What follows belongs to an exercise in optimizing a design on an open flow for a short achievable clock period and few clock cycles; a production flow would make more cautious choices.
Function was checked by simulation only, so behaviour that the tests miss may differ from the original.
Power is estimated from default activity; no workload was simulated.

==> flow/design.v <==
module fp_add (
  input  logic        clk,
  input  logic        rst,
  input  logic        in_vld,
  input  logic [31:0] a,
  input  logic [31:0] b,
  output logic        sum_vld,
  output logic [31:0] sum
);
  localparam int K = 2;
  logic        close, eff_sub, f_s, c_zero, c_s;
  logic [23:0] ap, ag, a0, sp, sg, s0, c_u;
  logic [7:0]  f_e, f_ep, f_em, c_e;
  logic [4:0]  c_lz;
  fp_add_s1 #(.K(K)) s1 (
    .a(a), .b(b), .close(close), .eff_sub(eff_sub),
    .ap(ap), .ag(ag), .a0(a0), .sp(sp), .sg(sg), .s0(s0),
    .f_s(f_s), .f_e(f_e), .f_ep(f_ep), .f_em(f_em),
    .c_zero(c_zero), .c_s(c_s), .c_u(c_u), .c_lz(c_lz), .c_e(c_e)
  );
  logic        vld_q, close_q, eff_sub_q, f_s_q, c_s_q, c_zero_q;
  logic [23:0] ap_q, ag_q, a0_q, sp_q, sg_q, s0_q, c_u_q;
  logic [7:0]  f_e_q, f_ep_q, f_em_q, c_e_q;
  logic [4:0]  c_lz_q;
  always_ff @(posedge clk) begin
    vld_q     <= in_vld & ~rst;
    close_q   <= close;
    eff_sub_q <= eff_sub;
    ap_q      <= ap;
    ag_q      <= ag;
    a0_q      <= a0;
    sp_q      <= sp;
    sg_q      <= sg;
    s0_q      <= s0;
    f_s_q     <= f_s;
    f_e_q     <= f_e;
    f_ep_q    <= f_ep;
    f_em_q    <= f_em;
    c_zero_q  <= c_zero;
    c_s_q     <= c_s;
    c_u_q     <= c_u;
    c_lz_q    <= c_lz;
    c_e_q     <= c_e;
  end
  assign sum_vld = vld_q;
  fp_add_s2 #(.K(K)) s2 (
    .close(close_q), .eff_sub(eff_sub_q),
    .ap(ap_q), .ag(ag_q), .a0(a0_q), .sp(sp_q), .sg(sg_q), .s0(s0_q),
    .f_s(f_s_q), .f_e(f_e_q), .f_ep(f_ep_q), .f_em(f_em_q),
    .c_zero(c_zero_q), .c_s(c_s_q), .c_u(c_u_q), .c_lz(c_lz_q), .c_e(c_e_q),
    .sum(sum)
  );
endmodule
module fp_add_s1 #(parameter int K = 2) (
  input  logic [31:0] a,
  input  logic [31:0] b,
  output logic        close,
  output logic        eff_sub,
  output logic [23:0] ap, ag, a0, sp, sg, s0,
  output logic        f_s,
  output logic [7:0]  f_e, f_ep, f_em,
  output logic        c_zero,
  output logic        c_s,
  output logic [23:0] c_u,
  output logic [4:0]  c_lz,
  output logic [7:0]  c_e
);
  function automatic logic [4:0] lzc24(input logic [23:0] x);
    logic [31:0] p;
    logic [15:0] c1, v1;
    logic [15:0] c2;
    logic [7:0]  v2;
    logic [11:0] c3;
    logic [3:0]  v3;
    logic [7:0]  c4;
    logic [1:0]  v4;
    p = {x, 8'h80};
    for (int i = 0; i < 16; i++) begin
      v1[i] = p[2*i+1] | p[2*i];
      c1[i] = ~p[2*i+1];
    end
    for (int i = 0; i < 8; i++) begin
      v2[i] = v1[2*i+1] | v1[2*i];
      c2[2*i +: 2] = v1[2*i+1] ? {1'b0, c1[2*i+1]} : {1'b1, c1[2*i]};
    end
    for (int i = 0; i < 4; i++) begin
      v3[i] = v2[2*i+1] | v2[2*i];
      c3[3*i +: 3] = v2[2*i+1] ? {1'b0, c2[2*(2*i+1) +: 2]} : {1'b1, c2[2*(2*i) +: 2]};
    end
    for (int i = 0; i < 2; i++) begin
      v4[i] = v3[2*i+1] | v3[2*i];
      c4[4*i +: 4] = v3[2*i+1] ? {1'b0, c3[3*(2*i+1) +: 3]} : {1'b1, c3[3*(2*i) +: 3]};
    end
    lzc24 = v4[1] ? {1'b0, c4[7:4]} : {1'b1, c4[3:0]};
  endfunction
  function automatic logic [23:0] lza(input logic [23:0] x, input logic [23:0] y);
    lza = (x ^ y) & ~({~x[22:0], 1'b0} & {y[22:0], 1'b0});
  endfunction
  function automatic logic [47:0] ks(input logic [23:0] g, input logic [23:0] p,
                                     input int lo, input int hi);
    logic [23:0] gn, pn;
    for (int l = 0; l < 5; l++) begin
      if (l >= lo && l < hi) begin
        for (int i = 0; i < 24; i++) begin
          if (i >= (1 << l)) begin
            gn[i] = g[i] | (p[i] & g[i - (1 << l)]);
            pn[i] = p[i] & p[i - (1 << l)];
          end else begin
            gn[i] = g[i];
            pn[i] = p[i];
          end
        end
        g = gn;
        p = pn;
      end
    end
    ks = {g, p};
  endfunction
  logic        sa, sb;
  logic [7:0]  ea, eb;
  logic [23:0] ma, mb, ma1, mb1;
  logic [8:0]  dab, dba;
  logic        a_ge;
  assign sa  = a[31];
  assign sb  = b[31];
  assign ea  = a[30:23];
  assign eb  = b[30:23];
  assign ma  = {1'b1, a[22:0]};
  assign mb  = {1'b1, b[22:0]};
  assign ma1 = {1'b0, ma[23:1]};
  assign mb1 = {1'b0, mb[23:1]};
  assign eff_sub = sa ^ sb;
  assign dab = {1'b0, ea} - {1'b0, eb};
  assign dba = {1'b0, eb} - {1'b0, ea};
  assign a_ge = ~dab[8];
  logic [7:0] nea, neb;
  logic       e_eq, a_p1, b_p1;
  assign nea  = ~ea;
  assign neb  = ~eb;
  assign e_eq = (ea == eb);
  assign a_p1 = ((ea[7:1] ^ neb[7:1]) == (ea[6:0] | neb[6:0])) & ~(ea[0] ^ neb[0]) & (eb != 8'hff);
  assign b_p1 = ((eb[7:1] ^ nea[7:1]) == (eb[6:0] | nea[6:0])) & ~(eb[0] ^ nea[0]) & (ea != 8'hff);
  assign close = eff_sub & (e_eq | a_p1 | b_p1);
  logic [23:0] b_sh, a_sh, f_b, f_m;
  assign b_sh = (dab[7:5] != 3'd0 || dab[4:3] == 2'b11) ? 24'd0 : (mb >> dab[4:0]);
  assign a_sh = (dba[7:5] != 3'd0 || dba[4:3] == 2'b11) ? 24'd0 : (ma >> dba[4:0]);
  assign f_b  = a_ge ? ma : mb;
  assign f_m  = a_ge ? b_sh : a_sh;
  logic [23:0] pa, ga, ps, gs;
  assign pa = f_b ^ f_m;
  assign ga = f_b & f_m;
  assign ps = ~(f_b ^ f_m);
  assign gs = {f_b[23:1] & ~f_m[23:1], f_b[0] | ~f_m[0]};
  assign {ag, ap} = ks(ga, pa, 0, K);
  assign {sg, sp} = ks(gs, {ps[23:1], 1'b0}, 0, K);
  assign a0 = pa;
  assign s0 = ps;
  assign f_s  = a_ge ? sa : sb;
  assign f_e  = a_ge ? ea : eb;
  assign f_ep = a_ge ? ea + 8'd1 : eb + 8'd1;
  assign f_em = a_ge ? ea - 8'd1 : eb - 8'd1;
  logic        m_eq;
  logic [24:0] d_ab;
  logic [23:0] d_ba, d1a, d1b;
  logic [4:0]  lz_ab, lz_ba, lz_1a, lz_1b;
  assign m_eq  = (a[22:0] == b[22:0]);
  assign d_ab  = {1'b0, ma} - {1'b0, mb};
  assign d_ba  = mb - ma;
  assign d1a   = ma - mb1;
  assign d1b   = mb - ma1;
  assign lz_ab = lzc24(lza(ma, mb));
  assign lz_ba = lzc24(lza(mb, ma));
  assign lz_1a = lzc24(lza(ma, mb1));
  assign lz_1b = lzc24(lza(mb, ma1));
  assign c_zero = e_eq & m_eq;
  always_comb begin
    if (a_p1) begin
      c_u = d1a;        c_lz = lz_1a; c_e = ea; c_s = sa;
    end else if (b_p1) begin
      c_u = d1b;        c_lz = lz_1b; c_e = eb; c_s = sb;
    end else if (!d_ab[24]) begin
      c_u = d_ab[23:0]; c_lz = lz_ab; c_e = ea; c_s = sa;
    end else begin
      c_u = d_ba;       c_lz = lz_ba; c_e = ea; c_s = sb;
    end
  end
endmodule
module fp_add_s2 #(parameter int K = 2) (
  input  logic        close,
  input  logic        eff_sub,
  input  logic [23:0] ap, ag, a0, sp, sg, s0,
  input  logic        f_s,
  input  logic [7:0]  f_e, f_ep, f_em,
  input  logic        c_zero,
  input  logic        c_s,
  input  logic [23:0] c_u,
  input  logic [4:0]  c_lz,
  input  logic [7:0]  c_e,
  output logic [31:0] sum
);
  function automatic logic [47:0] ks(input logic [23:0] g, input logic [23:0] p,
                                     input int lo, input int hi);
    logic [23:0] gn, pn;
    for (int l = 0; l < 5; l++) begin
      if (l >= lo && l < hi) begin
        for (int i = 0; i < 24; i++) begin
          if (i >= (1 << l)) begin
            gn[i] = g[i] | (p[i] & g[i - (1 << l)]);
            pn[i] = p[i] & p[i - (1 << l)];
          end else begin
            gn[i] = g[i];
            pn[i] = p[i];
          end
        end
        g = gn;
        p = pn;
      end
    end
    ks = {g, p};
  endfunction
  logic [47:0] af, sf;
  logic [24:0] f_add;
  logic [23:0] f_sub;
  assign af    = ks(ag, ap, K, 5);
  assign sf    = ks(sg, sp, K, 5);
  assign f_add = {af[47], a0 ^ {af[46:24], 1'b0}};
  assign f_sub = s0 ^ {sf[46:24], 1'b1};
  logic [22:0] f_mant;
  logic [7:0]  f_exp;
  always_comb begin
    if (!eff_sub) begin
      if (f_add[24]) begin f_mant = f_add[23:1]; f_exp = f_ep; end
      else           begin f_mant = f_add[22:0]; f_exp = f_e;  end
    end else begin
      if (f_sub[23]) begin f_mant = f_sub[22:0];         f_exp = f_e;  end
      else           begin f_mant = {f_sub[21:0], 1'b0}; f_exp = f_em; end
    end
  end
  logic [23:0] c_n;
  logic [7:0]  c_e0, c_e1;
  logic [31:0] c_res, f_res;
  assign c_n   = c_u << c_lz;
  assign c_e0  = c_e - {3'd0, c_lz};
  assign c_e1  = c_e - {3'd0, c_lz} - 8'd1;
  assign c_res = c_zero ? 32'd0 :
                 c_n[23] ? {c_s, c_e0, c_n[22:0]} : {c_s, c_e1, c_n[21:0], 1'b0};
  assign f_res = {f_s, f_exp, f_mant};
  assign sum = close ? c_res : f_res;
endmodule
==> flow/config.mk <==
export PLATFORM = sky130hd
export DESIGN_NAME = fp_add
export DESIGN_NICKNAME = fp_add
export VERILOG_FILES = /design/flow/design.v
export SDC_FILE = /design/flow/constraint.sdc
export NUM_CORES = 4
export LEC_CHECK = 0
export CAP_MARGIN = 20
export CORE_MARGIN = 2
export CORE_UTILIZATION = 40
export PLACE_DENSITY = 0.6
export SETUP_SLACK_MARGIN = 5
export SLEW_MARGIN = 20
export SYNTH_HIERARCHICAL = 1
==> flow/constraint.sdc <==
create_clock -name core_clock -period 10.0 [get_ports {clk}]
set_input_delay 2.0000 -clock core_clock [delete_from_list [all_inputs] [get_ports {clk}]]
set_output_delay 2.0000 -clock core_clock [all_outputs]
set_load 0.01 [all_outputs]
standard.sh (not shown) runs the stock make flow with config.mk's settings and CLKGATE_MAP_FILE= SYNTH_SCRIPT=/design/flow/synth_recipe.tcl, a recipe that flattens the netlist after the stock synthesis.
==> flow/flow/run.sh <==
#!/bin/bash
# Standard layout, with the port buffers made from a plain buffer cell
# (sky130_fd_sc_hd__buf_4) instead of the delay cell buffer_ports picks by
# default. The make output is kept in flow.log.
set -euo pipefail
export BUFFER_PORTS_ARGS="-buffer_cell sky130_fd_sc_hd__buf_4"
bash standard.sh > flow.log 2>&1
The baseline ran to the end with no violations.
Testbench counts at the start, summed over its fixed seeds: cycles 80,000.
Then changed:
==> flow/run.sh (new file) <==
#!/bin/bash
# synth_recipe.tcl (not shown) runs the flow's synth.tcl, then flattens the netlist and writes it again
# the make line also repeats each setting of config.mk as NAME=value (left out here)
make -C /OpenROAD-flow-scripts/flow DESIGN_CONFIG=/design/flow/config.mk WORK_HOME=/design/flow/orfs CLKGATE_MAP_FILE= SYNTH_SCRIPT=/design/flow/synth_recipe.tcl finish
SYNTH_HIERARCHICAL = not set   (was 1)
removed: flow/flow/run.sh
removed: flow/standard.sh
After rerunning: Worst setup slack degrades by 350 ps. Final area rose by 1.1%. Clock power fell by 18%. Synthesized cell count fell by 4.4%.

-- static timing again, ports no longer ideal --
Ports are ideal in the flow. The routed layouts listed here were re-timed in OpenROAD.
Step 1 assumes that a clkbuf_16 drives the clock port and a buf_2 every other input.
Step 2, shift: input delay + t, output delay - t, t = (earliest + latest rising clock arrival at the registers) / 2. This alone moves slack from input paths to output paths.
a / b / c = no drivers / after step 1 / after step 2; a / b = the first two.
run	shift t [ns]	setup slack, ns	latest minus earliest clock arrival (ns)	worst register clock-pin slew, ns
the first run	0.572	4.886 / 4.836 / 4.510	0.017 / 0.018	0.07 / 0.07
the second run	0.495	4.537 / 4.485 / 4.440	0.014 / 0.015	0.08 / 0.08
After both steps setup and hold are still met in every run listed. For the first run, which loses most, drivers alone change the setup slack by -0.050 ns; drivers and shift together by -0.376 ns.
